Source: an optimization exercise on an open RTL-to-GDS flow (aim: small area, a short achievable clock period and few clock cycles). Production flows keep margins and buffers that such runs may drop.
At most, simulation tests tie the RTL to the original design; equivalence was not proved.

==> flow/design.v <==
module lcm
#(
    parameter DW = 8
)(
    input  logic[DW-1:0]      data_a   ,
    input  logic[DW-1:0]      data_b   ,
    output logic[DW*2-1:0]    lcm_o    ,
    output logic[DW-1:0]      gcd_o
);
    function automatic [7:0] odd_part(input [7:0] v);
        reg [7:0] t;
        begin
            t = v;
            if (t[3:0] == 4'd0) t = {4'd0, t[7:4]};
            if (t[1:0] == 2'd0) t = {2'd0, t[7:2]};
            if (t[0]   == 1'b0) t = {1'd0, t[7:1]};
            odd_part = t;
        end
    endfunction
    function automatic [15:0] stage(input [7:0] x, input [7:0] y,
                                    input integer w, input integer wxo);
        reg [7:0] d, u, m, yo;
        reg       s, bw;
        integer   i;
        begin
            bw = 1'b0;
            d  = 8'd0;
            for (i = 0; i < w; i = i + 1) begin
                d[i] = x[i] ^ y[i] ^ bw;
                bw   = (~x[i] & y[i]) | (~(x[i] ^ y[i]) & bw);
            end
            s = bw;                        
            m = 8'd0;
            for (i = 0; i < wxo; i = i + 1)
                m[i] = s ? x[i] : y[i];
            u = d ^ {8{s}};
            for (i = w; i < 8; i = i + 1) u[i] = 1'b0;
            if (w > 4 && d[3:0] == 4'd0) begin u = u >> 4; d = d >> 4; end
            if (w > 2 && d[1:0] == 2'd0) begin u = u >> 2; d = d >> 2; end
            if (d[0] == 1'b0)            begin u = u >> 1; end
            yo = y;
            for (i = 0; i < w; i = i + 1) yo[i] = u[i];
            yo[0] = u[0] | s;
            stage = {m, yo};
        end
    endfunction
    logic [7:0]  x, y, o, s, ss, bs, r, q;
    logic [2:0]  k;
    logic        bw, qi, oi, rj;
    logic [15:0] st;
    always_comb begin
        x = odd_part(data_a);
        y = odd_part(data_b);
        st = stage(x, y, 8, 8); x = st[15:8]; y = st[7:0];
        st = stage(x, y, 8, 7); x = st[15:8]; y = st[7:0];
        st = stage(x, y, 7, 6); x = st[15:8]; y = st[7:0];
        st = stage(x, y, 6, 5); x = st[15:8]; y = st[7:0];
        st = stage(x, y, 5, 4); x = st[15:8]; y = st[7:0];
        st = stage(x, y, 4, 3); x = st[15:8]; y = st[7:0];
        bw = 1'b0;
        for (int i = 0; i < 3; i++)
            bw = (~x[i] & y[i]) | (~(x[i] ^ y[i]) & bw);
        o = ((x[0] & bw) | ~y[0]) ? x : y;
        s  = data_a | data_b;
        ss = s;
        k[2] = (ss[3:0] == 4'd0);
        if (k[2]) ss = {4'd0, ss[7:4]};
        k[1] = (ss[1:0] == 2'd0);
        if (k[1]) ss = {2'd0, ss[7:2]};
        k[0] = (ss[0] == 1'b0);
        gcd_o = o;
        if (k[0]) gcd_o = {gcd_o[6:0], 1'd0};
        if (k[1]) gcd_o = {gcd_o[5:0], 2'd0};
        if (k[2]) gcd_o = {gcd_o[3:0], 4'd0};
        bs = data_b;
        if (k[0]) bs = {1'd0, bs[7:1]};
        if (k[1]) bs = {2'd0, bs[7:2]};
        if (k[2]) bs = {4'd0, bs[7:4]};
        r = data_a;
        for (int i = 0; i < 8; i++) begin
            qi   = r[i];
            q[i] = qi;
            bw   = 1'b0;
            for (int j = i + 1; j < 8; j++) begin
                oi   = o[j-i] & qi;
                rj   = r[j];
                r[j] = rj ^ oi ^ bw;
                bw   = (~rj & oi) | (~(rj ^ oi) & bw);
            end
        end
        lcm_o = mul8(q, bs);
    end
    function automatic [15:0] mul8(input [7:0] a, input [7:0] b);
        reg [15:0] ps, pc, pp, ns, p;
        reg        c;
        integer    i;
        begin
            ps = 16'd0;
            pc = 16'd0;
            for (i = 0; i < 8; i = i + 1) begin
                pp = {8'd0, a & {8{b[i]}}} << i;
                ns = ps ^ pc ^ pp;
                pc = ((ps & pc) | (ps & pp) | (pc & pp)) << 1;
                ps = ns;
            end
            c = 1'b0;
            for (i = 0; i < 16; i = i + 1) begin
                p[i] = ps[i] ^ pc[i] ^ c;
                c    = (ps[i] & pc[i]) | (ps[i] & c) | (pc[i] & c);
            end
            mul8 = p;
        end
    endfunction
endmodule
module lcm_top
#(
    parameter DW = 8
)(
    input  logic              clk      ,
    input  logic              rst_n    ,
    input  logic              start    ,
    input  logic[DW-1:0]      data_a   ,
    input  logic[DW-1:0]      data_b   ,
    output logic              done     ,
    output logic[DW*2-1:0]    lcm_o    ,
    output logic[DW-1:0]      gcd_o
);
    logic           busy  ;
    logic[DW*2-1:0] lcm_c ;
    logic[DW-1:0]   gcd_c ;
    logic[DW*3-1:0] r     ;
    lcm #(.DW(DW)) U_LCM (
        .data_a (r[DW-1:0]     ),
        .data_b (r[DW*2-1:DW]  ),
        .lcm_o  (lcm_c         ),
        .gcd_o  (gcd_c         )
    );
    always_ff @(posedge clk, negedge rst_n) begin
        if (!rst_n) begin
            busy <= 1'b0 ;
            done <= 1'b0 ;
        end
        else begin
            busy <= start ;
            done <= busy  ;
        end
    end
    always_ff @(posedge clk) begin
        if (start) r[DW*2-1:0] <= {data_b, data_a} ;
        else       r[DW*2-1:0] <= {lcm_c[DW-1:0], gcd_c} ;
        r[DW*3-1:DW*2] <= lcm_c[DW*2-1:DW] ;
    end
    assign gcd_o = r[DW-1:0] ;
    assign lcm_o = r[DW*3-1:DW] ;
endmodule
Settings: LEC_CHECK=0, ABC_AREA=1, CAP_MARGIN=20, CORE_MARGIN=2, CORE_UTILIZATION=40, SLEW_MARGIN=20; clock period 820.0 ns.
run.sh (not shown) runs the stock make flow with config.mk's settings and CLKGATE_MAP_FILE= SYNTH_SCRIPT=/design/flow/synth_recipe.tcl, a recipe that flattens the netlist after the stock synthesis.
The starting point completed without violations.
Testbench counts at the start, summed over its fixed seeds: cycles 6,408.
==> next run, changes <==
--- a/flow/design.v
+++ b/flow/design.v
@@ -16,33 +16,25 @@
             if (t[0]   == 1'b0) t = {1'd0, t[7:1]};
             odd_part = t;
         end
     endfunction
-    function automatic [15:0] stage(input [7:0] x, input [7:0] y,
-                                    input integer w, input integer wxo);
-        reg [7:0] d, u, m, yo;
+    function automatic [15:0] stage(input [7:0] x, input [7:0] y, input big);
+        reg [7:0] d, t, m;
         reg       s, bw;
         integer   i;
         begin
             bw = 1'b0;
-            d  = 8'd0;
-            for (i = 0; i < w; i = i + 1) begin
+            for (i = 0; i < 8; i = i + 1) begin
                 d[i] = x[i] ^ y[i] ^ bw;
                 bw   = (~x[i] & y[i]) | (~(x[i] ^ y[i]) & bw);
             end
             s = bw;                        
-            m = 8'd0;
-            for (i = 0; i < wxo; i = i + 1)
-                m[i] = s ? x[i] : y[i];
-            u = d ^ {8{s}};
-            for (i = w; i < 8; i = i + 1) u[i] = 1'b0;
-            if (w > 4 && d[3:0] == 4'd0) begin u = u >> 4; d = d >> 4; end
-            if (w > 2 && d[1:0] == 2'd0) begin u = u >> 2; d = d >> 2; end
-            if (d[0] == 1'b0)            begin u = u >> 1; end
-            yo = y;
-            for (i = 0; i < w; i = i + 1) yo[i] = u[i];
-            yo[0] = u[0] | s;
-            stage = {m, yo};
+            m = s ? x : y;
+            t = d;
+            if (big && t[3:0] == 4'd0) t = {{4{s}}, t[7:4]};
+            if (t[1:0] == 2'd0)        t = {{2{s}}, t[7:2]};
+            if (t[0]   == 1'b0)        t = {s, t[7:1]};
+            stage = {m, t[7:1] ^ {7{s}}, t[0]};
         end
     endfunction
     logic [7:0]  x, y, o, s, ss, bs, r, q;
     logic [2:0]  k;
@@ -50,18 +42,14 @@
     logic [15:0] st;
     always_comb begin
         x = odd_part(data_a);
         y = odd_part(data_b);
-        st = stage(x, y, 8, 8); x = st[15:8]; y = st[7:0];
-        st = stage(x, y, 8, 7); x = st[15:8]; y = st[7:0];
-        st = stage(x, y, 7, 6); x = st[15:8]; y = st[7:0];
-        st = stage(x, y, 6, 5); x = st[15:8]; y = st[7:0];
-        st = stage(x, y, 5, 4); x = st[15:8]; y = st[7:0];
-        st = stage(x, y, 4, 3); x = st[15:8]; y = st[7:0];
-        bw = 1'b0;
-        for (int i = 0; i < 3; i++)
-            bw = (~x[i] & y[i]) | (~(x[i] ^ y[i]) & bw);
-        o = ((x[0] & bw) | ~y[0]) ? x : y;
+        for (int i = 0; i < 7; i++) begin
+            st = stage(x, y, i < 5);
+            x  = st[15:8];
+            y  = st[7:0];
+        end
+        o = x | y;
         s  = data_a | data_b;
         ss = s;
         k[2] = (ss[3:0] == 4'd0);
         if (k[2]) ss = {4'd0, ss[7:4]};
Outcome:
- The new run went through all stages and came out clean
- worst setup slack improves by 0.021 ns
- maximum frequency hardly moves
- via count rises by about 26%
- die area rises by about 24%
- routed wire length rises by 29%
- design area rises by 24%
- core utilization falls by 0.68 points
- clock-buffer cell count is unchanged
The RTL of the second run of this note was laid out without a check of its function.

[what the ideal ports hide]
The results above use ideal ports. As a check the final layouts listed here were re-extracted and re-timed, cells and wires unchanged.
Step 1, drivers: a clkbuf_16 drives clk and a buf_2 each remaining input, both assumed.
Step 2 adds t to the input delays and takes it off the output delays; t is the mean of the earliest and latest rising clock arrival at the registers after step 1. Input paths then give back, and output paths get back, about the clock's delay inside the block.
a / b / c = ideal / step 1 / step 2; a / b = the first two.
run	t (ns)	setup slack, ns	hold WS [ns]	latest minus earliest clock arrival (ns)	pins driven straight from the clock port
the first run	0.307	654.373 / 654.340 / 654.197	0.370 / 0.370 / 0.370	0.010 / 0.009	1
the second run	0.300	654.394 / 654.362 / 654.289	0.368 / 0.368 / 0.368	0.004 / 0.004	1
After both steps setup and hold are still met in every run listed. For the first run, which loses most, drivers alone change the setup slack by -0.033 ns; drivers and shift together by -0.176 ns.
